Background: an optimization exercise with open tools, aiming at small area and a short achievable clock period. Do not read the settings as production practice.
Only simulation tests tie the RTL to the original design; equivalence was not proved.
The clock cells of runs 4 and 5 come from the design's own scripts or RTL, not from TritonCTS.
The flow treats the clock pin as an ideal source. Dropping or thinning the clock tree relies on that and would not hold on a real chip.
Power figures rest on the tool's default switching activity, not on a simulated workload.

[design/flow/config.mk]
export PLATFORM = sky130hd
export DESIGN_NAME = CLA_64_4
export DESIGN_NICKNAME = CLA_64_4
export VERILOG_FILES = /design/flow/design.v
export SDC_FILE = /design/flow/constraint.sdc
export NUM_CORES = 4
export LEC_CHECK = 0
export CAP_MARGIN = 20
export CORE_MARGIN = 2
export CORE_UTILIZATION = 40
export SLEW_MARGIN = 20
[design/flow/constraint.sdc]
create_clock -name core_clock -period 9.0 [get_ports {clock}]
set_input_delay 1.8000 -clock core_clock [delete_from_list [all_inputs] [get_ports {clock}]]
set_output_delay 1.8000 -clock core_clock [all_outputs]
set_load 0.01 [all_outputs]
[design/flow/design.v]
`timescale 1ns  / 10 ps
module CLA_4 (      
                    input  Cin,
                    input  [3:0] A, B,
                    output [3:0] Sum,Generate ,Propogate);
wire [3:0] Carry,g,p; 
assign Sum          = (A ^ B^ Carry);
assign g  		    = (A & B);                 
assign p  		    = (A ^ B);				   
assign Generate     =  g;				   
assign Propogate    =  p; 
assign Carry[0] =     Cin ;
assign Carry[1] =  (( Cin & p[0])                    |  g[0]);
assign Carry[2] =  (( Cin & p[0]&p[1] )              | (g[0]&p[1])               |  g[1]);
assign Carry[3] =  (( Cin & p[0]&p[1]&p[2])          | (g[0]&p[1]&p[2])          | (g[1]&p[2])           |  g[2] );
endmodule
`timescale 1ns  / 10 ps
module carry_out_4 (input  Cin,   input  [3:0] g, p, output Cout);
assign Cout =(( Cin & p[0]&p[1]&p[2]&p[3])     | (g[0]&p[1]&p[2]&p[3])     | (g[1]&p[2]&p[3])      | (g[2]&p[3])       |  g[3] );
endmodule
`timescale 1ns  / 10 ps
module carry_out_8 ( input  Cin,   input  [7:0] g, p, output Cout);
assign Cout = (( Cin & p[0]&p[1]&p[2]&p[3]&p[4]&p[5]&p[6]&p[7])  | (g[0]&p[1]&p[2]&p[3]&p[4]&p[5]&p[6]&p[7]) | (g[1]&p[2]&p[3]&p[4]&p[5]&p[6]&p[7])  | (g[2]&p[3]&p[4]&p[5]&p[6]&p[7])   | (g[3]&p[4]&p[5]&p[6]&p[7])    | g[4]&p[5]&p[6]&p[7]   | g[5]&p[6]&p[7]    | g[6]&p[7] | g[7]);  
endmodule
`timescale 1ns  / 10 ps
module carry_out_16 ( input  Cin,   input  [15:0] g, p, output Cout);
assign Cout = (( Cin &  p[0] &p[1]  &p[2]  &p[3]  &p[4]  &p[5]  &p[6]  &p[7]  &p[8]  &p[9]  &p[10] &p[11] &p[12] &p[13] &p[14] &p[15])  | 
                       (g[0] &p[1]  &p[2]  &p[3]  &p[4]  &p[5]  &p[6]  &p[7]  &p[8]  &p[9]  &p[10] &p[11] &p[12] &p[13] &p[14] &p[15])  | 
                       (g[1] &p[2]  &p[3]  &p[4]  &p[5]  &p[6]  &p[7]  &p[8]  &p[9]  &p[10] &p[11] &p[12] &p[13] &p[14] &p[15])  | 
                       (g[2] &p[3]  &p[4]  &p[5]  &p[6]  &p[7]  &p[8]  &p[9]  &p[10] &p[11] &p[12] &p[13] &p[14] &p[15])  | 
                       (g[3] &p[4]  &p[5]  &p[6]  &p[7]  &p[8]  &p[9]  &p[10] &p[11] &p[12] &p[13] &p[14] &p[15])  | 
                       (g[4] &p[5]  &p[6]  &p[7]  &p[8]  &p[9]  &p[10] &p[11] &p[12] &p[13] &p[14] &p[15])  | 
                       (g[5] &p[6]  &p[7]  &p[8]  &p[9]  &p[10] &p[11] &p[12] &p[13] &p[14] &p[15])  | 
                       (g[6] &p[7]  &p[8]  &p[9]  &p[10] &p[11] &p[12] &p[13] &p[14] &p[15])  | 
                       (g[7] &p[8]  &p[9]  &p[10] &p[11] &p[12] &p[13] &p[14] &p[15])  | 
                       (g[8] &p[9]  &p[10] &p[11] &p[12] &p[13] &p[14] &p[15])  | 
                       (g[9] &p[10] &p[11] &p[12] &p[13] &p[14] &p[15])  | 
                      (g[10] &p[11] &p[12] &p[13] &p[14] &p[15])  | 
                      (g[11] &p[12] &p[13] &p[14] &p[15])  | 
                      (g[12] &p[13] &p[14] &p[15])  | 
                      (g[13] &p[14] &p[15])  | 
                      (g[14] &p[15])  | 
                      (g[15])
					   );
endmodule
`timescale 1ns  / 10 ps
module carry_out_32 ( input  Cin,   input  [31:0] g, p, output Cout);
assign Cout = (( Cin &  p[0] &p[1]  &p[2]  &p[3]  &p[4]  &p[5]  &p[6]  &p[7]  &p[8]  &p[9]  &p[10] &p[11] &p[12] &p[13] &p[14] &p[15] &p[16] &p[17] &p[18] &p[19] &p[20] &p[21] &p[22] &p[23] &p[24] &p[25] &p[26] &p[27] &p[28] &p[29] &p[30] &p[31])  | 
                       (g[0] &p[1]  &p[2]  &p[3]  &p[4]  &p[5]  &p[6]  &p[7]  &p[8]  &p[9]  &p[10] &p[11] &p[12] &p[13] &p[14] &p[15] &p[16] &p[17] &p[18] &p[19] &p[20] &p[21] &p[22] &p[23] &p[24] &p[25] &p[26] &p[27] &p[28] &p[29] &p[30] &p[31])  | 
                       (g[1] &p[2]  &p[3]  &p[4]  &p[5]  &p[6]  &p[7]  &p[8]  &p[9]  &p[10] &p[11] &p[12] &p[13] &p[14] &p[15] &p[16] &p[17] &p[18] &p[19] &p[20] &p[21] &p[22] &p[23] &p[24] &p[25] &p[26] &p[27] &p[28] &p[29] &p[30] &p[31])  |  
                       (g[2] &p[3]  &p[4]  &p[5]  &p[6]  &p[7]  &p[8]  &p[9]  &p[10] &p[11] &p[12] &p[13] &p[14] &p[15] &p[16] &p[17] &p[18] &p[19] &p[20] &p[21] &p[22] &p[23] &p[24] &p[25] &p[26] &p[27] &p[28] &p[29] &p[30] &p[31])  | 
                       (g[3] &p[4]  &p[5]  &p[6]  &p[7]  &p[8]  &p[9]  &p[10] &p[11] &p[12] &p[13] &p[14] &p[15] &p[16] &p[17] &p[18] &p[19] &p[20] &p[21] &p[22] &p[23] &p[24] &p[25] &p[26] &p[27] &p[28] &p[29] &p[30] &p[31])  | 
                       (g[4] &p[5]  &p[6]  &p[7]  &p[8]  &p[9]  &p[10] &p[11] &p[12] &p[13] &p[14] &p[15] &p[16] &p[17] &p[18] &p[19] &p[20] &p[21] &p[22] &p[23] &p[24] &p[25] &p[26] &p[27] &p[28] &p[29] &p[30] &p[31])  | 
                       (g[5] &p[6]  &p[7]  &p[8]  &p[9]  &p[10] &p[11] &p[12] &p[13] &p[14] &p[15] &p[16] &p[17] &p[18] &p[19] &p[20] &p[21] &p[22] &p[23] &p[24] &p[25] &p[26] &p[27] &p[28] &p[29] &p[30] &p[31])  | 
                       (g[6] &p[7]  &p[8]  &p[9]  &p[10] &p[11] &p[12] &p[13] &p[14] &p[15] &p[16] &p[17] &p[18] &p[19] &p[20] &p[21] &p[22] &p[23] &p[24] &p[25] &p[26] &p[27] &p[28] &p[29] &p[30] &p[31])  | 
                       (g[7] &p[8]  &p[9]  &p[10] &p[11] &p[12] &p[13] &p[14] &p[15] &p[16] &p[17] &p[18] &p[19] &p[20] &p[21] &p[22] &p[23] &p[24] &p[25] &p[26] &p[27] &p[28] &p[29] &p[30] &p[31])  | 
                       (g[8] &p[9]  &p[10] &p[11] &p[12] &p[13] &p[14] &p[15] &p[16] &p[17] &p[18] &p[19] &p[20] &p[21] &p[22] &p[23] &p[24] &p[25] &p[26] &p[27] &p[28] &p[29] &p[30] &p[31])  | 
                       (g[9] &p[10] &p[11] &p[12] &p[13] &p[14] &p[15] &p[16] &p[17] &p[18] &p[19] &p[20] &p[21] &p[22] &p[23] &p[24] &p[25] &p[26] &p[27] &p[28] &p[29] &p[30] &p[31])  | 
                       (g[10]&p[11] &p[12] &p[13] &p[14] &p[15] &p[16] &p[17] &p[18] &p[19] &p[20] &p[21] &p[22] &p[23] &p[24] &p[25] &p[26] &p[27] &p[28] &p[29] &p[30] &p[31])  | 
                       (g[11]&p[12] &p[13] &p[14] &p[15] &p[16] &p[17] &p[18] &p[19] &p[20] &p[21] &p[22] &p[23] &p[24] &p[25] &p[26] &p[27] &p[28] &p[29] &p[30] &p[31])  | 
                       (g[12]&p[13] &p[14] &p[15] &p[16] &p[17] &p[18] &p[19] &p[20] &p[21] &p[22] &p[23] &p[24] &p[25] &p[26] &p[27] &p[28] &p[29] &p[30] &p[31])  | 
                       (g[13]&p[14] &p[15] &p[16] &p[17] &p[18] &p[19] &p[20] &p[21] &p[22] &p[23] &p[24] &p[25] &p[26] &p[27] &p[28] &p[29] &p[30] &p[31])  | 
                       (g[14]&p[15] &p[16] &p[17] &p[18] &p[19] &p[20] &p[21] &p[22] &p[23] &p[24] &p[25] &p[26] &p[27] &p[28] &p[29] &p[30] &p[31])  | 
                       (g[15]&p[16] &p[17] &p[18] &p[19] &p[20] &p[21] &p[22] &p[23] &p[24] &p[25] &p[26] &p[27] &p[28] &p[29] &p[30] &p[31])  | 
                       (g[16]&p[17] &p[18] &p[19] &p[20] &p[21] &p[22] &p[23] &p[24] &p[25] &p[26] &p[27] &p[28] &p[29] &p[30] &p[31])  | 
                       (g[17]&p[18] &p[19] &p[20] &p[21] &p[22] &p[23] &p[24] &p[25] &p[26] &p[27] &p[28] &p[29] &p[30] &p[31])  | 
                       (g[18]&p[19] &p[20] &p[21] &p[22] &p[23] &p[24] &p[25] &p[26] &p[27] &p[28] &p[29] &p[30] &p[31])  | 
                       (g[19]&p[20] &p[21] &p[22] &p[23] &p[24] &p[25] &p[26] &p[27] &p[28] &p[29] &p[30] &p[31])  | 
                       (g[20]&p[21] &p[22] &p[23] &p[24] &p[25] &p[26] &p[27] &p[28] &p[29] &p[30] &p[31])  | 
                       (g[21]&p[22] &p[23] &p[24] &p[25] &p[26] &p[27] &p[28] &p[29] &p[30] &p[31])  | 
                       (g[22]&p[23] &p[24] &p[25] &p[26] &p[27] &p[28] &p[29] &p[30] &p[31])  | 
                       (g[23]&p[24] &p[25] &p[26] &p[27] &p[28] &p[29] &p[30] &p[31])  | 
                       (g[24]&p[25] &p[26] &p[27] &p[28] &p[29] &p[30] &p[31])  | 
                       (g[25]&p[26] &p[27] &p[28] &p[29] &p[30] &p[31])  | 
                       (g[26]&p[27] &p[28] &p[29] &p[30] &p[31])  | 
                       (g[27]&p[28] &p[29] &p[30] &p[31])  | 
                       (g[28]&p[29] &p[30] &p[31])  | 
                       (g[29]&p[30] &p[31])  | 
                       (g[30]&p[31])  | 
                       (g[31])
                       );
endmodule
`timescale 1ns / 10 ps
module CLA_64_4 (   input  [63:0] a_inp,
                    input  [63:0] b_inp,
                    output reg [63:0] s_out,
                    output reg        c_out,
                    input         clock,
                    input         reset);
reg  [2:0] u0;
wire [2:0] n0 = {1'b0, a_inp[1:0]} + {1'b0, b_inp[1:0]};
reg  [2:0] u1;
wire [2:0] n1 = {1'b0, a_inp[3:2]} + {1'b0, b_inp[3:2]};
reg  [2:0] u2;
wire [2:0] n2 = {1'b0, a_inp[5:4]} + {1'b0, b_inp[5:4]};
reg  [2:0] u3;
wire [2:0] n3 = {1'b0, a_inp[7:6]} + {1'b0, b_inp[7:6]};
reg  [2:0] u4;
wire [2:0] n4 = {1'b0, a_inp[9:8]} + {1'b0, b_inp[9:8]};
reg  [2:0] u5;
wire [2:0] n5 = {1'b0, a_inp[11:10]} + {1'b0, b_inp[11:10]};
reg  [2:0] u6;
wire [2:0] n6 = {1'b0, a_inp[13:12]} + {1'b0, b_inp[13:12]};
reg  [2:0] u7;
wire [2:0] n7 = {1'b0, a_inp[15:14]} + {1'b0, b_inp[15:14]};
reg  [2:0] u8;
wire [2:0] n8 = {1'b0, a_inp[17:16]} + {1'b0, b_inp[17:16]};
reg  [2:0] u9;
wire [2:0] n9 = {1'b0, a_inp[19:18]} + {1'b0, b_inp[19:18]};
reg  [2:0] u10;
wire [2:0] n10 = {1'b0, a_inp[21:20]} + {1'b0, b_inp[21:20]};
reg  [2:0] u11;
wire [2:0] n11 = {1'b0, a_inp[23:22]} + {1'b0, b_inp[23:22]};
reg  [2:0] u12;
wire [2:0] n12 = {1'b0, a_inp[25:24]} + {1'b0, b_inp[25:24]};
reg  [2:0] u13;
wire [2:0] n13 = {1'b0, a_inp[27:26]} + {1'b0, b_inp[27:26]};
reg  [2:0] u14;
wire [2:0] n14 = {1'b0, a_inp[29:28]} + {1'b0, b_inp[29:28]};
reg  [2:0] u15;
wire [2:0] n15 = {1'b0, a_inp[31:30]} + {1'b0, b_inp[31:30]};
reg  [2:0] u16;
wire [2:0] n16 = {1'b0, a_inp[33:32]} + {1'b0, b_inp[33:32]};
reg  [2:0] u17;
wire [2:0] n17 = {1'b0, a_inp[35:34]} + {1'b0, b_inp[35:34]};
reg  [2:0] u18;
wire [2:0] n18 = {1'b0, a_inp[37:36]} + {1'b0, b_inp[37:36]};
reg  [2:0] u19;
wire [2:0] n19 = {1'b0, a_inp[39:38]} + {1'b0, b_inp[39:38]};
reg  [2:0] u20;
wire [2:0] n20 = {1'b0, a_inp[41:40]} + {1'b0, b_inp[41:40]};
reg  [2:0] u21;
wire [2:0] n21 = {1'b0, a_inp[43:42]} + {1'b0, b_inp[43:42]};
reg  [2:0] u22;
wire [2:0] n22 = {1'b0, a_inp[45:44]} + {1'b0, b_inp[45:44]};
reg  [2:0] u23;
wire [2:0] n23 = {1'b0, a_inp[47:46]} + {1'b0, b_inp[47:46]};
reg  [2:0] u24;
wire [2:0] n24 = {1'b0, a_inp[49:48]} + {1'b0, b_inp[49:48]};
reg  [2:0] u25;
wire [2:0] n25 = {1'b0, a_inp[51:50]} + {1'b0, b_inp[51:50]};
reg  [2:0] u26;
wire [2:0] n26 = {1'b0, a_inp[53:52]} + {1'b0, b_inp[53:52]};
reg  [2:0] u27;
wire [2:0] n27 = {1'b0, a_inp[55:54]} + {1'b0, b_inp[55:54]};
reg  [2:0] u28;
wire [2:0] n28 = {1'b0, a_inp[57:56]} + {1'b0, b_inp[57:56]};
reg  [2:0] u29;
wire [2:0] n29 = {1'b0, a_inp[59:58]} + {1'b0, b_inp[59:58]};
reg  [2:0] u30;
wire [2:0] n30 = {1'b0, a_inp[61:60]} + {1'b0, b_inp[61:60]};
reg  [2:0] u31;
wire [2:0] n31 = {1'b0, a_inp[63:62]} + {1'b0, b_inp[63:62]};
wire g0_0 = u0[2];
wire p0_0 = &u0[1:0];
wire g1_1 = u1[2];
wire p1_1 = &u1[1:0];
wire g2_2 = u2[2];
wire p2_2 = &u2[1:0];
wire g3_3 = u3[2];
wire p3_3 = &u3[1:0];
wire g4_4 = u4[2];
wire p4_4 = &u4[1:0];
wire g5_5 = u5[2];
wire p5_5 = &u5[1:0];
wire g6_6 = u6[2];
wire p6_6 = &u6[1:0];
wire g7_7 = u7[2];
wire p7_7 = &u7[1:0];
wire g8_8 = u8[2];
wire p8_8 = &u8[1:0];
wire g9_9 = u9[2];
wire p9_9 = &u9[1:0];
wire g10_10 = u10[2];
wire p10_10 = &u10[1:0];
wire g11_11 = u11[2];
wire p11_11 = &u11[1:0];
wire g12_12 = u12[2];
wire p12_12 = &u12[1:0];
wire g13_13 = u13[2];
wire p13_13 = &u13[1:0];
wire g14_14 = u14[2];
wire p14_14 = &u14[1:0];
wire g15_15 = u15[2];
wire p15_15 = &u15[1:0];
wire g16_16 = u16[2];
wire p16_16 = &u16[1:0];
wire g17_17 = u17[2];
wire p17_17 = &u17[1:0];
wire g18_18 = u18[2];
wire p18_18 = &u18[1:0];
wire g19_19 = u19[2];
wire p19_19 = &u19[1:0];
wire g20_20 = u20[2];
wire p20_20 = &u20[1:0];
wire g21_21 = u21[2];
wire p21_21 = &u21[1:0];
wire g22_22 = u22[2];
wire p22_22 = &u22[1:0];
wire g23_23 = u23[2];
wire p23_23 = &u23[1:0];
wire g24_24 = u24[2];
wire p24_24 = &u24[1:0];
wire g25_25 = u25[2];
wire p25_25 = &u25[1:0];
wire g26_26 = u26[2];
wire p26_26 = &u26[1:0];
wire g27_27 = u27[2];
wire p27_27 = &u27[1:0];
wire g28_28 = u28[2];
wire p28_28 = &u28[1:0];
wire g29_29 = u29[2];
wire p29_29 = &u29[1:0];
wire g30_30 = u30[2];
wire p30_30 = &u30[1:0];
wire g31_31 = u31[2];
wire p31_31 = &u31[1:0];
wire g1_0 = g1_1 | (p1_1 & g0_0);
wire g3_2 = g3_3 | (p3_3 & g2_2);
wire p3_2 = p3_3 & p2_2;
wire g5_4 = g5_5 | (p5_5 & g4_4);
wire p5_4 = p5_5 & p4_4;
wire g7_6 = g7_7 | (p7_7 & g6_6);
wire p7_6 = p7_7 & p6_6;
wire g9_8 = g9_9 | (p9_9 & g8_8);
wire p9_8 = p9_9 & p8_8;
wire g11_10 = g11_11 | (p11_11 & g10_10);
wire p11_10 = p11_11 & p10_10;
wire g13_12 = g13_13 | (p13_13 & g12_12);
wire p13_12 = p13_13 & p12_12;
wire g15_14 = g15_15 | (p15_15 & g14_14);
wire p15_14 = p15_15 & p14_14;
wire g17_16 = g17_17 | (p17_17 & g16_16);
wire p17_16 = p17_17 & p16_16;
wire g19_18 = g19_19 | (p19_19 & g18_18);
wire p19_18 = p19_19 & p18_18;
wire g21_20 = g21_21 | (p21_21 & g20_20);
wire p21_20 = p21_21 & p20_20;
wire g23_22 = g23_23 | (p23_23 & g22_22);
wire p23_22 = p23_23 & p22_22;
wire g25_24 = g25_25 | (p25_25 & g24_24);
wire p25_24 = p25_25 & p24_24;
wire g27_26 = g27_27 | (p27_27 & g26_26);
wire p27_26 = p27_27 & p26_26;
wire g29_28 = g29_29 | (p29_29 & g28_28);
wire p29_28 = p29_29 & p28_28;
wire g31_30 = g31_31 | (p31_31 & g30_30);
wire p31_30 = p31_31 & p30_30;
wire g2_0 = g2_2 | (p2_2 & g1_0);
wire g3_0 = g3_2 | (p3_2 & g1_0);
wire g6_4 = g6_6 | (p6_6 & g5_4);
wire p6_4 = p6_6 & p5_4;
wire g7_4 = g7_6 | (p7_6 & g5_4);
wire p7_4 = p7_6 & p5_4;
wire g10_8 = g10_10 | (p10_10 & g9_8);
wire p10_8 = p10_10 & p9_8;
wire g11_8 = g11_10 | (p11_10 & g9_8);
wire p11_8 = p11_10 & p9_8;
wire g14_12 = g14_14 | (p14_14 & g13_12);
wire p14_12 = p14_14 & p13_12;
wire g15_12 = g15_14 | (p15_14 & g13_12);
wire p15_12 = p15_14 & p13_12;
wire g18_16 = g18_18 | (p18_18 & g17_16);
wire p18_16 = p18_18 & p17_16;
wire g19_16 = g19_18 | (p19_18 & g17_16);
wire p19_16 = p19_18 & p17_16;
wire g22_20 = g22_22 | (p22_22 & g21_20);
wire p22_20 = p22_22 & p21_20;
wire g23_20 = g23_22 | (p23_22 & g21_20);
wire p23_20 = p23_22 & p21_20;
wire g26_24 = g26_26 | (p26_26 & g25_24);
wire p26_24 = p26_26 & p25_24;
wire g27_24 = g27_26 | (p27_26 & g25_24);
wire p27_24 = p27_26 & p25_24;
wire g30_28 = g30_30 | (p30_30 & g29_28);
wire p30_28 = p30_30 & p29_28;
wire g31_28 = g31_30 | (p31_30 & g29_28);
wire p31_28 = p31_30 & p29_28;
wire g4_0 = g4_4 | (p4_4 & g3_0);
wire g5_0 = g5_4 | (p5_4 & g3_0);
wire g6_0 = g6_4 | (p6_4 & g3_0);
wire g7_0 = g7_4 | (p7_4 & g3_0);
wire g12_8 = g12_12 | (p12_12 & g11_8);
wire p12_8 = p12_12 & p11_8;
wire g13_8 = g13_12 | (p13_12 & g11_8);
wire p13_8 = p13_12 & p11_8;
wire g14_8 = g14_12 | (p14_12 & g11_8);
wire p14_8 = p14_12 & p11_8;
wire g15_8 = g15_12 | (p15_12 & g11_8);
wire p15_8 = p15_12 & p11_8;
wire g20_16 = g20_20 | (p20_20 & g19_16);
wire p20_16 = p20_20 & p19_16;
wire g21_16 = g21_20 | (p21_20 & g19_16);
wire p21_16 = p21_20 & p19_16;
wire g22_16 = g22_20 | (p22_20 & g19_16);
wire p22_16 = p22_20 & p19_16;
wire g23_16 = g23_20 | (p23_20 & g19_16);
wire p23_16 = p23_20 & p19_16;
wire g28_24 = g28_28 | (p28_28 & g27_24);
wire p28_24 = p28_28 & p27_24;
wire g29_24 = g29_28 | (p29_28 & g27_24);
wire p29_24 = p29_28 & p27_24;
wire g30_24 = g30_28 | (p30_28 & g27_24);
wire p30_24 = p30_28 & p27_24;
wire g31_24 = g31_28 | (p31_28 & g27_24);
wire p31_24 = p31_28 & p27_24;
wire g8_0 = g8_8 | (p8_8 & g7_0);
wire g9_0 = g9_8 | (p9_8 & g7_0);
wire g10_0 = g10_8 | (p10_8 & g7_0);
wire g11_0 = g11_8 | (p11_8 & g7_0);
wire g12_0 = g12_8 | (p12_8 & g7_0);
wire g13_0 = g13_8 | (p13_8 & g7_0);
wire g14_0 = g14_8 | (p14_8 & g7_0);
wire g15_0 = g15_8 | (p15_8 & g7_0);
wire g24_16 = g24_24 | (p24_24 & g23_16);
wire p24_16 = p24_24 & p23_16;
wire g25_16 = g25_24 | (p25_24 & g23_16);
wire p25_16 = p25_24 & p23_16;
wire g26_16 = g26_24 | (p26_24 & g23_16);
wire p26_16 = p26_24 & p23_16;
wire g27_16 = g27_24 | (p27_24 & g23_16);
wire p27_16 = p27_24 & p23_16;
wire g28_16 = g28_24 | (p28_24 & g23_16);
wire p28_16 = p28_24 & p23_16;
wire g29_16 = g29_24 | (p29_24 & g23_16);
wire p29_16 = p29_24 & p23_16;
wire g30_16 = g30_24 | (p30_24 & g23_16);
wire p30_16 = p30_24 & p23_16;
wire g31_16 = g31_24 | (p31_24 & g23_16);
wire p31_16 = p31_24 & p23_16;
wire g16_0 = g16_16 | (p16_16 & g15_0);
wire g17_0 = g17_16 | (p17_16 & g15_0);
wire g18_0 = g18_16 | (p18_16 & g15_0);
wire g19_0 = g19_16 | (p19_16 & g15_0);
wire g20_0 = g20_16 | (p20_16 & g15_0);
wire g21_0 = g21_16 | (p21_16 & g15_0);
wire g22_0 = g22_16 | (p22_16 & g15_0);
wire g23_0 = g23_16 | (p23_16 & g15_0);
wire g24_0 = g24_16 | (p24_16 & g15_0);
wire g25_0 = g25_16 | (p25_16 & g15_0);
wire g26_0 = g26_16 | (p26_16 & g15_0);
wire g27_0 = g27_16 | (p27_16 & g15_0);
wire g28_0 = g28_16 | (p28_16 & g15_0);
wire g29_0 = g29_16 | (p29_16 & g15_0);
wire g30_0 = g30_16 | (p30_16 & g15_0);
wire g31_0 = g31_16 | (p31_16 & g15_0);
wire c0 = 1'b0;
wire c1 = g0_0;
wire c2 = g1_0;
wire c3 = g2_0;
wire c4 = g3_0;
wire c5 = g4_0;
wire c6 = g5_0;
wire c7 = g6_0;
wire c8 = g7_0;
wire c9 = g8_0;
wire c10 = g9_0;
wire c11 = g10_0;
wire c12 = g11_0;
wire c13 = g12_0;
wire c14 = g13_0;
wire c15 = g14_0;
wire c16 = g15_0;
wire c17 = g16_0;
wire c18 = g17_0;
wire c19 = g18_0;
wire c20 = g19_0;
wire c21 = g20_0;
wire c22 = g21_0;
wire c23 = g22_0;
wire c24 = g23_0;
wire c25 = g24_0;
wire c26 = g25_0;
wire c27 = g26_0;
wire c28 = g27_0;
wire c29 = g28_0;
wire c30 = g29_0;
wire c31 = g30_0;
wire c32 = g31_0;
wire [1:0] t0 = u0[1:0] + {1'd0, c0};
wire [1:0] t1 = u1[1:0] + {1'd0, c1};
wire [1:0] t2 = u2[1:0] + {1'd0, c2};
wire [1:0] t3 = u3[1:0] + {1'd0, c3};
wire [1:0] t4 = u4[1:0] + {1'd0, c4};
wire [1:0] t5 = u5[1:0] + {1'd0, c5};
wire [1:0] t6 = u6[1:0] + {1'd0, c6};
wire [1:0] t7 = u7[1:0] + {1'd0, c7};
wire [1:0] t8 = u8[1:0] + {1'd0, c8};
wire [1:0] t9 = u9[1:0] + {1'd0, c9};
wire [1:0] t10 = u10[1:0] + {1'd0, c10};
wire [1:0] t11 = u11[1:0] + {1'd0, c11};
wire [1:0] t12 = u12[1:0] + {1'd0, c12};
wire [1:0] t13 = u13[1:0] + {1'd0, c13};
wire [1:0] t14 = u14[1:0] + {1'd0, c14};
wire [1:0] t15 = u15[1:0] + {1'd0, c15};
wire [1:0] t16 = u16[1:0] + {1'd0, c16};
wire [1:0] t17 = u17[1:0] + {1'd0, c17};
wire [1:0] t18 = u18[1:0] + {1'd0, c18};
wire [1:0] t19 = u19[1:0] + {1'd0, c19};
wire [1:0] t20 = u20[1:0] + {1'd0, c20};
wire [1:0] t21 = u21[1:0] + {1'd0, c21};
wire [1:0] t22 = u22[1:0] + {1'd0, c22};
wire [1:0] t23 = u23[1:0] + {1'd0, c23};
wire [1:0] t24 = u24[1:0] + {1'd0, c24};
wire [1:0] t25 = u25[1:0] + {1'd0, c25};
wire [1:0] t26 = u26[1:0] + {1'd0, c26};
wire [1:0] t27 = u27[1:0] + {1'd0, c27};
wire [1:0] t28 = u28[1:0] + {1'd0, c28};
wire [1:0] t29 = u29[1:0] + {1'd0, c29};
wire [1:0] t30 = u30[1:0] + {1'd0, c30};
wire [1:0] t31 = u31[1:0] + {1'd0, c31};
reg vld;
always @(posedge clock)
begin
    u0 <= n0;
    u1 <= n1;
    u2 <= n2;
    u3 <= n3;
    u4 <= n4;
    u5 <= n5;
    u6 <= n6;
    u7 <= n7;
    u8 <= n8;
    u9 <= n9;
    u10 <= n10;
    u11 <= n11;
    u12 <= n12;
    u13 <= n13;
    u14 <= n14;
    u15 <= n15;
    u16 <= n16;
    u17 <= n17;
    u18 <= n18;
    u19 <= n19;
    u20 <= n20;
    u21 <= n21;
    u22 <= n22;
    u23 <= n23;
    u24 <= n24;
    u25 <= n25;
    u26 <= n26;
    u27 <= n27;
    u28 <= n28;
    u29 <= n29;
    u30 <= n30;
    u31 <= n31;
end
always @(posedge clock or posedge reset)
begin
    if (reset)
        begin
            vld   <= 1'b0;
            s_out <= 64'b0;
            c_out <= 1'b0;
        end
    else
        begin
            vld   <= 1'b1;
            s_out <= {t31, t30, t29, t28, t27, t26, t25, t24, t23, t22, t21, t20, t19, t18, t17, t16, t15, t14, t13, t12, t11, t10, t9, t8, t7, t6, t5, t4, t3, t2, t1, t0} & {64{vld}};
            c_out <= c32 & vld;
        end
end
endmodule
[design/flow/run.sh]
#!/bin/bash
# synth_recipe.tcl (not shown) runs the flow's synth.tcl, then flattens the netlist and writes it again
# the make line also repeats each setting of config.mk as NAME=value (left out here)
make -C /OpenROAD-flow-scripts/flow DESIGN_CONFIG=/design/flow/config.mk WORK_HOME=/design/flow/orfs CLKGATE_MAP_FILE= SYNTH_SCRIPT=/design/flow/synth_recipe.tcl finish
==> impl_metrics.csv, run 1 <==
group,metric,value,unit
outcome,status,"no timing/DRC/antenna violations",
global_routing,grt_pass1_vias,4543,
pwr,ir_worst_vdd,0.0001318,V
sta,holdWs,0.4623,ns
die,row_count,46,
setup_path,cp_max_fo,1,
setup_path,cpMaxStageDelayCell,"clkdlybuf4s50_1",
synthesis,ys_async_sr_fraction,40.74,%
setup_path,path_class,"reg2out",
sta,finalCritPeriodShare,34.70,%
route,dr.pass1.iters,4,
synthesis,synth_area,0.006426,mm2
finish,n_antenna_cell,0,
cts,clk_pin_slew,0.06,ns
synthesis,synth_edf_count,0,
synthesis,syn_inst,471,
route,drt_iter0_markers,105,
placed_design,port_buffers,194,
route,wirelength,13.96,mm
sta,timing.final.ws_setup,5.877,ns
pwr,p_leak,4.021,nW
synthesis,yosys_warnings,1,
setup_path,critPathMaxStageDelay,0.58,ns
placed_design,pre_cts_ws,5.849,ns
synthesis,yosysUniqueCellTypes,41,
synthesis,synth_seq_cells,162,
finish,stdcell_count,907,
global_routing,grt_pass1_wl,22.09,mm
route,post-route-drc-count,0,
placed_design,dp.cells,875,
pwr,power.density,202.7,mW/mm2
setup_path,path_cells,"clkdlybuf4s50_1",
synthesis,synth_ff_type,"dfxtp_1",
setup_path,cp-end-kind,"output port",
finish,syn2layout_area_growth,42.37,%
cts,cts_htree_levels,4,
die,die_area,0.01710,mm2
setup_path,critical_path_required,7.20,ns
placed_design,gp_congestion,0.7395,
placed_design,postPlaceCellArea,0.008622,mm2
cts,cts_tree,"built",
finish,regMostFlops,"s_out",
sta,finalMaxSlewViolations,0,
setup_path,cp-start-kind,"register",
finish,multi_input_area,0.002796,mm2
finish,nets,903,
cts,clock_latency,0.41,ns
cts,post-cts-setup-buffers,0,
cts,hold_buffers,0,
finish,fill_cells,1317,
die,core_area,0.01577,mm2
die,die_x,130.8,um
global_routing,grt_overflow,0,
placed_design,hpwl,10.77,mm
route,vias_per_cell,4.559,
sta,relSlewSlack,38.55,%
die,io_pins,195,
global_routing,grt_max_degree,67,
sta,fin_tns_setup,0,ns
die,die_y,130.8,um
sta,clock.fmax,0.3202,GHz
synthesis,synthesis.nets,696,
synthesis,yosysSeqAreaShare,55.61,%
sta,clock_skew,0.008882,ns
sta,tightest_slew,0.9218,ns
finish,stdcell_area,0.009149,mm2
global_routing,antenna_found_initial,0,
flow_run,drv_cap,0,
finish,largest_reg_flops,64,
sta,setup-violations-final,0,
route,ant_nets,0,
route,wl_per_cell,15.39,um
cts,clk_path_buf_depth,2,
cts,numCtsBuffers,17,
synthesis,synth.avg_cell_area,13.64,um2
setup_path,path_delay_family,"buffers and inverters",
finish,final_core_util,58.01,%
sta,rsz0062_at_grt,"no",
global_routing,grtUsageTotal,17.25,%
route,vias,4135,
cts,cts_resized,0,
sta,finalHoldViolCount,0,
cts,clk_root_buffer_cell,"clkbuf_16",
setup_path,arrival,1.32,ns
die,start_util,40.75,%
pwr,power.total,1.855,mW
finish,drive_above_1_share,8.394,%
cts,clkSinkCount,162,
finish,final-seq-area,0.003575,mm2
sta,period_minus_slack,3.123,ns
setup_path,crit_buf_inv,1,
worst_hold_path,holdCritPathClass,"reg2reg",
## cell families (layout without fill, tap and decap cells)
group / after synthesis / after routing / share of synthesized area [%]
compound gates: 49 / 49 / 6.406
xor+xnor: 31 / 31 / 4.225
fa+ha+maj: 95 / 95 / 22.24
buf+inv: 15 / 235 / 0.8763
flops: 162 / 162 / 55.61
other cells: 1 / 1 / 0.05836
simple gates: 118 / 118 / 10.59
## worst paths after layout
check	from	end	slack, ns	cells past startpoint
max	s_out[48]	s_out[48]	5.88	1
min	u0[0]	s_out[0]	0.46	1
max reg2reg	u11[1]	s_out[61]	6.40	11
min reg2reg	u0[0]	s_out[0]	0.46	1
max in group asynchronous	reset	vld	6.41	3
min in group asynchronous	reset	s_out[32]	1.98	3
## area by class of cell
cell class | count | share of cell area [%]
inverters | 8 | 0.3419
flip-flops and latches | 162 | 39.07
repair buffers | 195 | 21.31
multi-input cells | 294 | 30.57
well taps | 216 | 2.954
clock inverters | 10 | 0.6838
clock buffers | 22 | 5.074
## layout by cell type (no fill, tap or decap), types with 14 or more instances in the layout
cell and n:
dfxtp_1 96, fa_1 32, ha_1 63, nand2_1 19
clkbuf_16 17, a31o_2 14, xor2_1 31, dfrtp_1 65
and2_1 64, clkdlybuf4s50_1 194
## report_power, final
group	switching, mW	total (mW)	internal (mW)	leakage, nW
Combinational	0.138	0.344	0.206	2.10
Sequential	0.0569	0.872	0.815	1.66
Clock	0.275	0.639	0.365	0.259
Total	0.469	1.85	1.39	4.02
## Yosys cell counts (all sizes together) (2+ instances only)
library cell / number / share of area (%)
nor2: 6 / 0.35
a211oi: 3 / 0.35
nor4: 3 / 0.39
or2: 2 / 0.19
and3: 2 / 0.19
fa: 32 / 10
dfxtp: 96 / 30
a31oi: 7 / 0.68
nand2: 19 / 1.1
inv: 8 / 0.47
nor3: 4 / 0.39
xor2: 31 / 4.2
dfrtp: 66 / 26
nand4: 7 / 0.68
ha: 63 / 12
and2: 64 / 6.2
a21boi: 2 / 0.41
o21ai: 5 / 0.45
a31o: 16 / 2.2
nand3: 6 / 0.47
o21bai: 5 / 0.70
nand2b: 3 / 0.29
clkbuf: 7 / 0.41
a21oi: 3 / 0.23
## metal layers
metal / wire (um) / track usage, % / vias up
li1: - / - / 2010
met1: 5703 / 19.80 / 1982
met2: 7055 / 30.09 / 132
met3: 1041 / 5.822 / 11
met4: 158 / 6.258 / 0
met5: 0 / 0 / -
==> inputs of run 2 (changes only) <==
==> design/flow/flow/run.sh (new file) <==
#!/bin/bash
set -e
cp standard.sh standard_sh_copy.log
cat >> config.mk <<CFG
export BUFFER_PORTS_ARGS = -buffer_cell sky130_fd_sc_hd__buf_2
export PRE_CTS_TCL = $PWD/flow/cts_manual.tcl
CFG
bash standard.sh > standard.log 2>&1
==> design/flow/flow/cts_manual.tcl (new file) <==
# Pre-CTS hook: a one-level clock tree. The flip-flops are split by
# k-means on their placed locations into NBUF groups of similar size; each
# group gets one clock buffer at its centre, driven by the clock port.
# Every flip-flop sees the same single buffer stage, so all of them get the
# same clock latency up to wire and load differences. The standard
# clock_tree_synthesis call that follows is turned into a no-op.
set nbuf 4
if {[info exists ::env(MANUAL_CTS_NBUF)]} { set nbuf $::env(MANUAL_CTS_NBUF) }
set bufcell sky130_fd_sc_hd__clkbuf_16
if {[info exists ::env(MANUAL_CTS_BUF)]} { set bufcell $::env(MANUAL_CTS_BUF) }

set db [ord::get_db]
set block [ord::get_db_block]
set clk_net [$block findNet clock]
set sinks {}
foreach it [$clk_net getITerms] {
  set inst [$it getInst]
  set bb [$inst getBBox]
  lappend sinks [list $it [expr {([$bb xMin] + [$bb xMax]) / 2}] [expr {([$bb yMin] + [$bb yMax]) / 2}]]
}
set n [llength $sinks]
puts "manual cts: $n clock sinks, $nbuf buffers of $bufcell"

# balanced k-means: start from the sinks sorted along x then y strips
set sorted [lsort -integer -index 1 $sinks]
set centres {}
for {set k 0} {$k < $nbuf} {incr k} {
  set lo [expr {$k * $n / $nbuf}]
  set hi [expr {($k + 1) * $n / $nbuf - 1}]
  set sx 0; set sy 0
  foreach s [lrange $sorted $lo $hi] { incr sx [lindex $s 1]; incr sy [lindex $s 2] }
  set m [expr {$hi - $lo + 1}]
  lappend centres [list [expr {$sx / $m}] [expr {$sy / $m}]]
}
set cap [expr {($n + $nbuf - 1) / $nbuf}]
for {set iter 0} {$iter < 30} {incr iter} {
  # assign each sink to the nearest centre that still has room, closest pairs first
  set pairs {}
  set i 0
  foreach s $sinks {
    for {set k 0} {$k < $nbuf} {incr k} {
      set c [lindex $centres $k]
      set d [expr {abs([lindex $s 1] - [lindex $c 0]) + abs([lindex $s 2] - [lindex $c 1])}]
      lappend pairs [list $d $i $k]
    }
    incr i
  }
  set pairs [lsort -integer -index 0 $pairs]
  array unset asg
  array unset cnt
  for {set k 0} {$k < $nbuf} {incr k} { set cnt($k) 0 }
  foreach p $pairs {
    lassign $p d i k
    if {[info exists asg($i)]} continue
    if {$cnt($k) >= $cap} continue
    set asg($i) $k
    incr cnt($k)
  }
  set newc {}
  for {set k 0} {$k < $nbuf} {incr k} { set sx($k) 0; set sy($k) 0 }
  for {set i 0} {$i < $n} {incr i} {
    set k $asg($i)
    incr sx($k) [lindex [lindex $sinks $i] 1]
    incr sy($k) [lindex [lindex $sinks $i] 2]
  }
  for {set k 0} {$k < $nbuf} {incr k} {
    lappend newc [list [expr {$sx($k) / max(1, $cnt($k))}] [expr {$sy($k) / max(1, $cnt($k))}]]
  }
  set centres $newc
}

set master [$db findMaster $bufcell]
for {set k 0} {$k < $nbuf} {incr k} {
  set inst [odb::dbInst_create $block $master "clkbuf_manual_$k"]
  set net [odb::dbNet_create $block "clknet_manual_$k"]
  $net setSigType CLOCK
  [$inst findITerm A] connect $clk_net
  [$inst findITerm X] connect $net
  lassign [lindex $centres $k] cx cy
  $inst setLocation [expr {$cx - [$master getWidth] / 2}] $cy
  $inst setPlacementStatus PLACED
  set bufnet($k) $net
}
for {set i 0} {$i < $n} {incr i} {
  set it [lindex [lindex $sinks $i] 0]
  $it disconnect
  $it connect $bufnet($asg($i))
}
for {set k 0} {$k < $nbuf} {incr k} { puts "manual cts: buffer $k drives $cnt($k) sinks at [lindex $centres $k]" }

set_propagated_clock [all_clocks]
rename clock_tree_synthesis orig_clock_tree_synthesis
proc clock_tree_synthesis {args} { puts "manual cts: clock_tree_synthesis skipped" }
==> design/flow/standard.sh (new file) <==
#!/bin/bash
# synth_recipe.tcl (not shown) runs the flow's synth.tcl, then flattens the netlist and writes it again
# the make line also repeats each setting of config.mk as NAME=value (left out here)
make -C /OpenROAD-flow-scripts/flow DESIGN_CONFIG=/design/flow/config.mk WORK_HOME=/design/flow/orfs CLKGATE_MAP_FILE= SYNTH_SCRIPT=/design/flow/synth_recipe.tcl "${@:-finish}"
--- a/design/flow/config.mk
+++ b/design/flow/config.mk
@@ -10,2 +10,4 @@
 export CORE_UTILIZATION = 40
 export SLEW_MARGIN = 20
+export BUFFER_PORTS_ARGS = -buffer_cell sky130_fd_sc_hd__buf_2
+export PRE_CTS_TCL = /design/flow/flow/cts_manual.tcl
removed: design/flow/run.sh
==> impl_metrics.csv, run 2 <==
group,metric,value,unit
outcome,status,"did not finish",
outcome,haltStage,"clock tree synthesis",
outcome,error,"Error: cts.tcl, 6 can't set \"sx(0)\": variable isn't array",
placed_design,dp.cells,875,
synthesis,synth_largest_area_cell,"dfxtp_1",
synthesis,syn_inst,471,
die,start_util,40.75,%
synthesis,yosys_warnings,1,
synthesis,synth_seq_cells,162,
synthesis,yosysSeqAreaShare,55.61,%
die,die_y,130.8,um
synthesis,synth_area,0.006426,mm2
synthesis,synth_edf_count,0,
placed_design,gp_congestion,0.7297,
placed_design,port_buffers,194,
synthesis,synth_ff_type,"dfxtp_1",
synthesis,ys_top_cells_by_area,"dfxtp_1 (30%), dfrtp_1 (26%), ha_1 (12%)",
synthesis,ys_async_sr_fraction,40.74,%
synthesis,synth_common_cells,"dfxtp_1 (96), dfrtp_1 (66), and2_1 (64)",
die,io_pins,195,
synthesis,synth.avg_cell_area,13.64,um2
die,row_count,46,
placed_design,hpwl,9.945,mm
synthesis,yosysMostFrequentCell,"dfxtp_1",
synthesis,synth_top_area_share,29.91,%
synthesis,yosysUniqueCellTypes,41,
synthesis,synthesis.nets,696,
die,die_x,130.8,um
run 2: cell counts after synthesis:
No cell type changed its count.
run 2: worst min path at each step:
stage | startpoint | to | cells after the start | slack [ns]
floorplan | u0[0] | s_out[0] | 1 | 0.42
global placement | u0[0] | s_out[0] | 1 | 0.42
detailed placement | u0[0] | s_out[0] | 1 | 0.44
run 2: kinds of logic after synthesis:
kind of cell             after synthesis  share of synthesized area [%]
buffers and inverters                 15                         0.8763
adder cells (fa/ha/maj)               95                          22.24
AND/OR/NAND/NOR                      118                          10.59
XOR/XNOR                              31                          4.225
flip-flops                           162                          55.61
other                                  1                        0.05836
AO/OA/AOI/OAI                         49                          6.406
run 2: power groups by stage:
stage	Combinational, mW	Clock, mW	Sequential (mW)
3_3_place_gp	0.262	0	0.886
3_5_place_dp	0.271	0	0.885
2_1_floorplan	0.131	0	0.892
run 2: per-stage QoR:
| stage | setup slack (ns) | area (um2) |
|---|---|---|
| 2_1_floorplan | 5.545 | 6426 |
| 3_3_place_gp | 6.230 | 7651 |
| 3_5_place_dp | 6.215 | 7651 |
==> inputs of run 3 (changes only) <==
==> design/flow/flow/run.sh (replaced) <==
#!/bin/bash
set -e
cat >> config.mk <<CFG
export BUFFER_PORTS_ARGS = -buffer_cell sky130_fd_sc_hd__buf_2
export PRE_CTS_TCL = $PWD/flow/cts_manual.tcl
export MANUAL_CTS_NLEAF = 8
export MANUAL_CTS_NL1 = 4
export MANUAL_CTS_LEAF = sky130_fd_sc_hd__inv_12
export MANUAL_CTS_L1 = sky130_fd_sc_hd__inv_4
export SETUP_SLACK_MARGIN = 6.6
CFG
bash standard.sh > standard.log 2>&1
==> design/flow/flow/cts_manual.tcl (replaced) <==
# Pre-CTS hook: a small, balanced clock tree built by hand.
# The flip-flops are split by balanced k-means on their placed locations
# into NLEAF groups; each group gets a leaf clock buffer at its centre. The
# leaf buffers are split the same way into NL1 groups, each driven by one
# first-level buffer, and the first-level buffers are driven by the clock
# port (NL1 = 0: the leaves hang on the port). Every flip-flop sits behind
# the same number of buffers, so all of them get the same clock latency up
# to wire and load differences. The standard clock_tree_synthesis call that
# follows in cts.tcl is turned into a no-op. The buffers may be inverters
# (both levels then, so the flip-flops see the clock's own polarity).

# balanced k-means: items are {obj x y}; returns the group index of each item
proc mcts_cluster {items k} {
  set n [llength $items]
  set sorted [lsort -integer -index 1 $items]
  set centres {}
  for {set g 0} {$g < $k} {incr g} {
    set lo [expr {$g * $n / $k}]
    set hi [expr {($g + 1) * $n / $k - 1}]
    set ax 0; set ay 0
    foreach s [lrange $sorted $lo $hi] { incr ax [lindex $s 1]; incr ay [lindex $s 2] }
    set m [expr {max(1, $hi - $lo + 1)}]
    lappend centres [list [expr {$ax / $m}] [expr {$ay / $m}]]
  }
  set cap [expr {($n + $k - 1) / $k}]
  for {set iter 0} {$iter < 40} {incr iter} {
    set pairs {}
    set i 0
    foreach s $items {
      for {set g 0} {$g < $k} {incr g} {
        set c [lindex $centres $g]
        set dx [expr {[lindex $s 1] - [lindex $c 0]}]
        set dy [expr {[lindex $s 2] - [lindex $c 1]}]
        lappend pairs [list [expr {$dx * $dx + $dy * $dy}] $i $g]
      }
      incr i
    }
    set pairs [lsort -integer -index 0 $pairs]
    array unset asg
    for {set g 0} {$g < $k} {incr g} { set cnt($g) 0; set sx($g) 0; set sy($g) 0 }
    foreach p $pairs {
      lassign $p d i g
      if {[info exists asg($i)] || $cnt($g) >= $cap} continue
      set asg($i) $g
      incr cnt($g)
    }
    for {set i 0} {$i < $n} {incr i} {
      incr sx($asg($i)) [lindex [lindex $items $i] 1]
      incr sy($asg($i)) [lindex [lindex $items $i] 2]
    }
    set centres {}
    for {set g 0} {$g < $k} {incr g} {
      lappend centres [list [expr {$sx($g) / max(1, $cnt($g))}] [expr {$sy($g) / max(1, $cnt($g))}]]
    }
  }
  set out {}
  for {set i 0} {$i < $n} {incr i} { lappend out $asg($i) }
  return [list $out $centres]
}

proc mcts_centre {iterm} {
  set bb [[$iterm getInst] getBBox]
  return [list $iterm [expr {([$bb xMin] + [$bb xMax]) / 2}] [expr {([$bb yMin] + [$bb yMax]) / 2}]]
}

# one buffer per group: moves each group's sinks onto a new net driven by
# the buffer; returns the buffers' input pins as items
proc mcts_level {block master items k name driver_net} {
  lassign [mcts_cluster $items $k] asg centres
  set outs {}
  for {set g 0} {$g < $k} {incr g} {
    set inst [odb::dbInst_create $block $master "${name}_$g"]
    set net [odb::dbNet_create $block "${name}_net_$g"]
    $net setSigType CLOCK
    set opin X
    if {[$master findMTerm Y] ne "NULL"} { set opin Y }
    [$inst findITerm $opin] connect $net
    [$inst findITerm A] connect $driver_net
    lassign [lindex $centres $g] cx cy
    $inst setLocation [expr {$cx - [$master getWidth] / 2}] [expr {$cy - [$master getHeight] / 2}]
    $inst setPlacementStatus PLACED
    set bnet($g) $net
    set cnt($g) 0
    lappend outs [mcts_centre [$inst findITerm A]]
  }
  set i 0
  foreach s $items {
    set it [lindex $s 0]
    $it disconnect
    $it connect $bnet([lindex $asg $i])
    incr cnt([lindex $asg $i])
    incr i
  }
  for {set g 0} {$g < $k} {incr g} { puts "manual cts: $name $g drives $cnt($g) pins near [lindex $centres $g]" }
  return $outs
}

proc manual_cts {} {
  set nleaf 8
  set nl1 2
  set leafcell sky130_fd_sc_hd__clkbuf_16
  set l1cell sky130_fd_sc_hd__clkbuf_16
  if {[info exists ::env(MANUAL_CTS_NLEAF)]} { set nleaf $::env(MANUAL_CTS_NLEAF) }
  if {[info exists ::env(MANUAL_CTS_NL1)]} { set nl1 $::env(MANUAL_CTS_NL1) }
  if {[info exists ::env(MANUAL_CTS_LEAF)]} { set leafcell $::env(MANUAL_CTS_LEAF) }
  if {[info exists ::env(MANUAL_CTS_L1)]} { set l1cell $::env(MANUAL_CTS_L1) }
  set db [ord::get_db]
  set block [ord::get_db_block]
  set clk_net [$block findNet clock]
  set sinks {}
  foreach it [$clk_net getITerms] { lappend sinks [mcts_centre $it] }
  puts "manual cts: [llength $sinks] clock sinks, $nleaf leaf buffers, $nl1 first-level buffers"
  set leaves [mcts_level $block [$db findMaster $leafcell] $sinks $nleaf clkbuf_leaf $clk_net]
  if {$nl1 > 0} {
    mcts_level $block [$db findMaster $l1cell] $leaves $nl1 clkbuf_l1 $clk_net
  }
}
manual_cts

set_propagated_clock [all_clocks]
rename clock_tree_synthesis orig_clock_tree_synthesis
proc clock_tree_synthesis {args} { puts "manual cts: clock_tree_synthesis skipped" }
--- a/design/flow/config.mk
+++ b/design/flow/config.mk
@@ -6,8 +6,14 @@
 export NUM_CORES = 4
 export LEC_CHECK = 0
+export ABC_CLOCK_PERIOD_IN_PS = 2500
 export CAP_MARGIN = 20
 export CORE_MARGIN = 2
-export CORE_UTILIZATION = 40
+export CORE_UTILIZATION = 60
 export SLEW_MARGIN = 20
 export BUFFER_PORTS_ARGS = -buffer_cell sky130_fd_sc_hd__buf_2
 export PRE_CTS_TCL = /design/flow/flow/cts_manual.tcl
+export MANUAL_CTS_NLEAF = 8
+export MANUAL_CTS_NL1 = 4
+export MANUAL_CTS_LEAF = sky130_fd_sc_hd__inv_12
+export MANUAL_CTS_L1 = sky130_fd_sc_hd__inv_4
+export SETUP_SLACK_MARGIN = 6.6
==> impl_metrics.csv, run 3 <==
group,metric,value,unit
synthesis,synth_largest_area_cell,"dfxtp_1",
die,die_y,107.5,um
synthesis,yosys_warnings,1,
synthesis,synth_area,0.006426,mm2
die,die_x,107.5,um
placed_design,gp_congestion,0.8064,
synthesis,yosysSeqAreaShare,55.61,%
synthesis,synth_edf_count,0,
placed_design,port_buffers,194,
synthesis,ys_top_cells_by_area,"dfxtp_1 (30%), dfrtp_1 (26%), ha_1 (12%)",
die,row_count,37,
synthesis,yosysMostFrequentCell,"dfxtp_1",
synthesis,synth_top_area_share,29.91,%
outcome,haltStage,"clock tree synthesis",
synthesis,ys_async_sr_fraction,40.74,%
synthesis,synth_ff_type,"dfxtp_1",
synthesis,synth.avg_cell_area,13.64,um2
die,start_util,61.97,%
synthesis,synth_common_cells,"dfxtp_1 (96), dfrtp_1 (66), and2_1 (64)",
placed_design,hpwl,9.774,mm
synthesis,syn_inst,471,
outcome,status,"did not finish",
synthesis,yosysUniqueCellTypes,41,
die,io_pins,195,
outcome,error,"[ERROR DPL-0038] Utilization greater than 100%, impossible to legalize",
synthesis,synth_seq_cells,162,
synthesis,synthesis.nets,696,
-- run 3: cell counts after synthesis --
Identical to the previous run, type by type.
-- run 3: power groups by stage --
stage	Sequential, mW	Clock, mW	Combinational [mW]
2_1_floorplan	0.892	0	0.140
3_3_place_gp	0.881	0	0.275
3_5_place_dp	0.885	0	0.290
-- run 3: worst max-delay path by stage --
stage          start     to  slack (ns)  cells past startpoint
2_1_floorplan  reset  c_out        6.49                      1
3_5_place_dp   reset    vld        6.24                      3
3_3_place_gp   reset    vld        6.27                      3
-- run 3: cell families after synthesis --
logic type	share of synthesized area, %
xor+xnor	4.225
flops	55.61
compound gates	6.406
simple gates	10.59
fa+ha+maj	22.24
other cells	0.05836
buf+inv	0.8763
-- run 3: stage by stage --
step                cells  cell area [um2]  setup slack [ns]  hold WS (ns)
floorplan             471             6910             6.486        0.4187
global placement      795             8034             6.266        0.4215
detailed placement    795             8034             6.238        0.4279
==> inputs of run 4 (changes only) <==
--- a/design/flow/flow/run.sh
+++ b/design/flow/flow/run.sh
@@ -8,5 +8,4 @@
 export MANUAL_CTS_LEAF = sky130_fd_sc_hd__inv_12
 export MANUAL_CTS_L1 = sky130_fd_sc_hd__inv_4
-export SETUP_SLACK_MARGIN = 6.6
 CFG
 bash standard.sh > standard.log 2>&1
--- a/design/flow/flow/cts_manual.tcl
+++ b/design/flow/flow/cts_manual.tcl
@@ -119,4 +119,9 @@
 
 set_propagated_clock [all_clocks]
+# cts.tcl next calls repair_clock_inverters, which would clone the tree's
+# inverters per load, and then clock_tree_synthesis; the tree is complete,
+# so both are skipped.
+rename repair_clock_inverters orig_repair_clock_inverters
+proc repair_clock_inverters {args} { puts "manual cts: repair_clock_inverters skipped" }
 rename clock_tree_synthesis orig_clock_tree_synthesis
 proc clock_tree_synthesis {args} { puts "manual cts: clock_tree_synthesis skipped" }
--- a/design/flow/config.mk
+++ b/design/flow/config.mk
@@ -6,5 +6,4 @@
 export NUM_CORES = 4
 export LEC_CHECK = 0
-export ABC_CLOCK_PERIOD_IN_PS = 2500
 export CAP_MARGIN = 20
 export CORE_MARGIN = 2
@@ -17,3 +16,2 @@
 export MANUAL_CTS_LEAF = sky130_fd_sc_hd__inv_12
 export MANUAL_CTS_L1 = sky130_fd_sc_hd__inv_4
-export SETUP_SLACK_MARGIN = 6.6
==> impl_metrics.csv, run 4 <==
group,metric,value,unit
die,io_pins,195,
sta,clock_skew,0.01592,ns
route,post-route-drc-count,0,
setup_path,r2r-end,"s_out[45]",
die,die_x,107.5,um
setup_path,crit_buf_inv,1,
sta,finalHoldViolCount,0,
sta,timing.final.ws_setup,6.451,ns
sta,fin_tns_setup,0,ns
finish,syn2layout_area_growth,19.90,%
pwr,p_leak,3.914,nW
setup_path,critical_path_required,9.02,ns
sta,setup-violations-final,0,
synthesis,synth_edf_count,0,
finish,final_cell_mix,"buf_2 (194), dfxtp_1 (96), dfrtp_1 (65), and2_1 (64), ha_1 (63)",
setup_path,r2r_slack,6.47,ns
route,dr_wl_met3,719,um
worst_hold_path,hold_depth,1,
global_routing,grtUsageTotal,20.49,%
cts,hold_buffers,0,
sta,period_minus_slack,2.549,ns
pwr,ir_worst_vdd,0.0001181,V
setup_path,cp_max_fo,1,
finish,n_antenna_cell,0,
synthesis,yosysUniqueCellTypes,41,
setup_path,critPathMaxStageDelay,0.47,ns
route,wl_per_cell,14.66,um
setup_path,cp-end-kind,"register",
worst_hold_path,holdCritPathClass,"reg2reg",
die,die_y,107.5,um
synthesis,synthesis.nets,696,
sta,relSlewSlack,41.76,%
global_routing,grt_pass1_wl,18.98,mm
setup_path,path_class,"in2reg",
route,vias_per_cell,5.019,
synthesis,synth_top_area_share,29.91,%
synthesis,synth_common_cells,"dfxtp_1 (96), dfrtp_1 (66), and2_1 (64)",
cts,clk_pin_slew,0.07,ns
cts,clock_latency,0.16,ns
synthesis,synth.avg_cell_area,13.64,um2
setup_path,r2r-start,"u6[0]",
worst_hold_path,hold-path-endpoint,"s_out[1]",
finish,regMostFlops,"s_out",
flow_run,drv_cap,0,
placed_design,gp_congestion,0.8110,
die,row_count,37,
synthesis,synth_ff_type,"dfxtp_1",
route,ant_nets,0,
global_routing,antenna_found_initial,0,
cts,cts_resized,0,
finish,fill_cells,743,
worst_hold_path,hold_path.startpoint,"u0[1]",
synthesis,synth_seq_cells,162,
synthesis,syn_inst,471,
sta,tightest_slew,0.8736,ns
die,die_area,0.01155,mm2
cts,post-cts-setup-buffers,0,
setup_path,path_cells,"buf_2 > ha_1 > fa_1",
global_routing,grt_overflow,0,
outcome,status,"no timing/DRC/antenna violations",
synthesis,ys_async_sr_fraction,40.74,%
die,core_area,0.01037,mm2
route,vias,4050,
finish,drive_above_1_share,35.02,%
global_routing,grt_max_degree,67,
setup_path,r2r_cells,11,
route,wl_met1,4.947,mm
placed_design,pre_cts_ws,6.280,ns
sta,clock.fmax,0.3924,GHz
finish,layout_commonest_cell,"buf_2",
finish,largest_reg_flops,64,
setup_path,path_delay_family,"adder cells",
finish,nets,898,
route,drt_iter0_markers,113,
pwr,power.density,187.9,mW/mm2
die,start_util,61.97,%
synthesis,ys_top_cells_by_area,"dfxtp_1 (30%), dfrtp_1 (26%), ha_1 (12%)",
synthesis,synth_area,0.006426,mm2
synthesis,yosys_warnings,1,
route,routed-wl-met2,5.857,mm
synthesis,yosysMostFrequentCell,"dfxtp_1",
sta,rsz0062_at_grt,"no",
placed_design,port_buffers,194,
sta,finalCritPeriodShare,28.32,%
setup_path,cpMaxStageDelayCell,"fa_1",
setup_path,arrival,2.57,ns
global_routing,grt_pass1_vias,4149,
route,dr.pass1.iters,4,
route,maxUsedRoutingLayer,"met4",
synthesis,yosysSeqAreaShare,55.61,%
sta,finalMaxSlewViolations,0,
placed_design,hpwl,9.404,mm
setup_path,cp-start-kind,"primary input",
synthesis,synth_largest_area_cell,"dfxtp_1",
route,wirelength,11.83,mm
==> run 4: cell type report <==
cell class	instances	area, um2	area share, %
Timing Repair Buffer	195	978.4	12.70
Multi-Input combinational cell	294	2796	36.29
Sequential cell	162	3575	46.39
Inverter	20	185.2	2.403
Tap cell	136	170.2	2.209
==> run 4: per-layer routing <==
| layer | global-route usage [%] | vias up |
|---|---|---|
| li1 | - | 1994 |
| met1 | 26.99 | 1894 |
| met2 | 36.25 | 140 |
| met3 | 2.603 | 22 |
| met4 | 4.853 | 0 |
| met5 | 0 | - |
==> run 4: kinds of logic after synthesis <==
| logic type | synth area share, % |
|---|---|
| other | 0.05836 |
| xor gates and xnor gates | 4.225 |
| adders and majority gates | 22.24 |
| AOI/OAI and AO/OA | 6.406 |
| DFF | 55.61 |
| buffers and inverters | 0.8763 |
| and+or+nand+nor | 10.59 |
==> run 4: how the worst max path moves through the flow <==
| stage | start | to | cells after the start | slack (ns) |
|---|---|---|---|---|
| floorplan | reset | c_out | 1 | 5.55 |
| global placement | reset | vld | 3 | 6.29 |
| detailed placement | reset | vld | 3 | 6.28 |
| CTS | u6[0] | s_out[45] | 11 | 6.43 |
| global route | u6[0] | s_out[55] | 11 | 6.28 |
| finish | a_inp[0] | u0[1] | 3 | 6.45 |
==> run 4: stage by stage <==
| stage | utilization, % | cells | hold slack (ns) | instance area [um2] | power (mW) |
|---|---|---|---|---|---|
| finish | 74.30 | 807 | 0.4395 | 7705 | 1.448 |
| global route | 74.30 | 807 | 0.4678 | 7705 | 1.534 |
| CTS | 74.30 | 807 | 0.4415 | 7705 | 1.464 |
| detailed placement | 72.80 | 795 | 0.4288 | 7550 | 1.155 |
| global placement | 72.80 | 795 | 0.4266 | 7550 | 1.139 |
| floorplan | - | 471 | 0.4187 | 6426 | 1.023 |
==> run 4: where the power goes <==
group | switching, mW | leakage [nW] | total (mW) | internal [mW]
clock | 0.258 | 0.0762 | 0.313 | 0.0552
combinational | 0.130 | 2.18 | 0.265 | 0.136
sequential | 0.0564 | 1.66 | 0.870 | 0.813
==> inputs of run 5 (changes only) <==
--- a/design/flow/flow/run.sh
+++ b/design/flow/flow/run.sh
@@ -8,4 +8,5 @@
 export MANUAL_CTS_LEAF = sky130_fd_sc_hd__inv_12
 export MANUAL_CTS_L1 = sky130_fd_sc_hd__inv_4
+export SETUP_SLACK_MARGIN = 6.5
 CFG
 bash standard.sh > standard.log 2>&1
--- a/design/flow/config.mk
+++ b/design/flow/config.mk
@@ -8,5 +8,5 @@
 export CAP_MARGIN = 20
 export CORE_MARGIN = 2
-export CORE_UTILIZATION = 60
+export CORE_UTILIZATION = 40
 export SLEW_MARGIN = 20
 export BUFFER_PORTS_ARGS = -buffer_cell sky130_fd_sc_hd__buf_2
@@ -16,2 +16,3 @@
 export MANUAL_CTS_LEAF = sky130_fd_sc_hd__inv_12
 export MANUAL_CTS_L1 = sky130_fd_sc_hd__inv_4
+export SETUP_SLACK_MARGIN = 6.5
==> impl_metrics.csv, run 5 <==
group,metric,value,unit
sta,fin_tns_setup,0,ns
cts,clk_pin_slew,0.08,ns
placed_design,dp.cells,875,
pwr,p_leak,3.977,nW
global_routing,grt_overflow,0,
finish,final_cell_mix,"buf_2 (186), dfxtp_1 (89), dfrtp_1 (65), and2_1 (64)",
global_routing,use_met2,28.98,%
synthesis,ys_top_cells_by_area,"dfxtp_1 (30%), dfrtp_1 (26%), ha_1 (12%)",
synthesis,yosysUniqueCellTypes,41,
sta,rsz0062_at_grt,"yes",
global_routing,grt_max_degree,67,
finish,layout_commonest_cell,"buf_2",
route,wl_per_cell,14.79,um
global_routing,grt_pass1_vias,4486,
pwr,ir_worst_vdd,0.0001078,V
synthesis,synth_ff_type,"dfxtp_1",
sta,relSlewSlack,40.39,%
synthesis,synth.avg_cell_area,13.64,um2
synthesis,syn_inst,471,
setup_path,cp_max_fo,1,
setup_path,path_delay_family,"flip-flops",
route,drt_iter0_markers,140,
synthesis,yosys_warnings,1,
synthesis,synth_common_cells,"dfxtp_1 (96), dfrtp_1 (66), and2_1 (64)",
outcome,status,"no timing/DRC/antenna violations",
sta,setup-violations-final,0,
global_routing,grt_util_met1,19.67,%
setup_path,crit_buf_inv,1,
finish,largest_reg_flops,64,
setup_path,cpMaxStageDelayCell,"dfrtp_1",
die,die_x,130.8,um
die,io_pins,195,
synthesis,synth_top_area_share,29.91,%
die,die_y,130.8,um
synthesis,synth_largest_area_cell,"dfxtp_1",
global_routing,grt.busiest_layer,"met2",
setup_path,path_class,"reg2out",
worst_hold_path,holdCritPathClass,"reg2reg",
die,die_area,0.01710,mm2
setup_path,critical_path_required,7.20,ns
synthesis,synthesis.nets,696,
global_routing,met3_usage,1.629,%
sta,finalCritPeriodShare,27.97,%
global_routing,grt_pass1_wl,21.33,mm
sta,period_minus_slack,2.517,ns
synthesis,synth_seq_cells,162,
route,post-route-drc-count,0,
finish,stdcell_count,898,
route,wirelength,13.28,mm
sta,clock.fmax,0.3973,GHz
setup_path,critPathMaxStageDelay,0.41,ns
setup_path,path_cells,"buf_2",
sta,clock_skew,0.02069,ns
global_routing,grtUsageTotal,15.57,%
sta,finalMaxSlewViolations,0,
sta,tightest_slew,0.8942,ns
finish,regMostFlops,"s_out",
synthesis,yosysSeqAreaShare,55.61,%
setup_path,cp-start-kind,"register",
route,vias_per_cell,4.600,
placed_design,port_buffers,194,
die,start_util,40.75,%
global_routing,antenna_found_initial,1,
finish,drive_above_1_share,42.73,%
finish,syn2layout_area_growth,30.86,%
cts,clock_latency,0.16,ns
setup_path,arrival,0.72,ns
synthesis,yosysMostFrequentCell,"dfxtp_1",
placed_design,gp_congestion,0.8008,
die,row_count,46,
sta,finalHoldViolCount,0,
route,vias,4131,
flow_run,drv_cap,0,
die,core_area,0.01577,mm2
finish,nets,908,
route,ant_nets,0,
route,dr.pass1.iters,4,
synthesis,synth_area,0.006426,mm2
setup_path,cp-end-kind,"output port",
synthesis,ys_async_sr_fraction,40.74,%
cts,hold_buffers,0,
placed_design,hpwl,10.38,mm
pwr,power.density,177.5,mW/mm2
synthesis,synth_edf_count,0,
==> run 5: logic make-up (layout without fill, tap and decap cells) <==
family	Yosys count	after routing	synth area share, %
and+or+nand+nor	118	118	10.59
buffers and inverters	15	225	0.8763
adders and majority gates	95	95	22.24
AOI/OAI and AO/OA	49	49	6.406
DFF	162	162	55.61
other	1	2	0.05836
xor gates and xnor gates	31	31	4.225
==> run 5: layout make-up <==
type / count / area [um2]
antenna: 1 / 2.502
multi-input combinational: 294 / 3257
inverter: 20 / 188.9
sequential: 162 / 3583
timing repair buffer: 205 / 1107
fill: 1388 / 7361
tap: 216 / 270.3
==> run 5: stage by stage <==
step                      power, mW  hold WS, ns  instance area, um2  worst slack (ns)  util (%)
final                         1.492       0.4463                8409             6.483     53.32
after global routing          1.593       0.4823                8407             6.357     53.31
after CTS                     1.499       0.4536                8235             6.474     52.22
after detailed placement      1.175       0.4383                8054             6.126     51.07
after global placement        1.164       0.4228                8054             6.195     51.07
after floorplan               1.030       0.4187                6830             6.486         -
==> run 5: worst paths after layout <==
kind                       startpoint        end  slack, ns  cells past startpoint
max                         s_out[24]  s_out[24]       6.48                      1
min                             u0[0]   s_out[0]       0.45                      1
max reg2reg                     u6[0]  s_out[45]       6.50                     12
min reg2reg                     u0[0]   s_out[0]       0.45                      1
max in group asynchronous       reset  s_out[43]       6.72                      3
min in group asynchronous       reset  s_out[46]       1.81                      3
==> run 5: report_power, final <==
part / total [mW] / internal, mW / leakage, nW / switching [mW]
sequential: 0.875 / 0.814 / 1.66 / 0.0612
combinational: 0.298 / 0.157 / 2.24 / 0.141
clock: 0.319 / 0.0555 / 0.0762 / 0.264
total: 1.49 / 1.03 / 3.98 / 0.466
==> run 5: repair_timing <==
action,4_1_cts,5_1_grt
gates resized for setup,6,20
buffers inserted,1,9
endpoints found under the setup margin,87,43
cloned,0,0
pin swaps,5,13
==> run 5: layer usage <==
| layer | wire, um | share of wire, % |
|---|---|---|
| met5 | 7 | 0.053 |
| met4 | 260 | 2.0 |
| met3 | 689 | 5.2 |
| met2 | 6750 | 51 |
| met1 | 5577 | 42 |

[re-timing with driven ports]
The flow's constraints put no driver on any port. The routed layouts listed below were extracted and timed again, unchanged, in two steps. Step 1, drivers: a clkbuf_16 drives clock and a buf_2 each remaining input, both assumed. Step 2, shift: input delay + t, output delay - t, t = (earliest + latest rising clock arrival at the registers) / 2. This alone moves slack from input paths to output paths. Slacks: no drivers / after step 1 / after step 2; pairs: no drivers / after step 1.
run | shift t [ns] | setup WS [ns] | pins driven straight from the clock port
run 1 | 0.452 | 5.877 / 5.836 / 5.974 | 1
run 4 | 0.250 | 6.451 / 6.401 / 6.277 | 4
run 5 | 0.243 | 6.483 / 6.394 / 6.326 | 4
After both steps setup and hold are still met in every run listed. The setup slack of run 4, which loses most, moves by -0.050 ns with the drivers and by -0.174 ns with both steps. The worst setup slack also covers recovery checks on asynchronous resets.
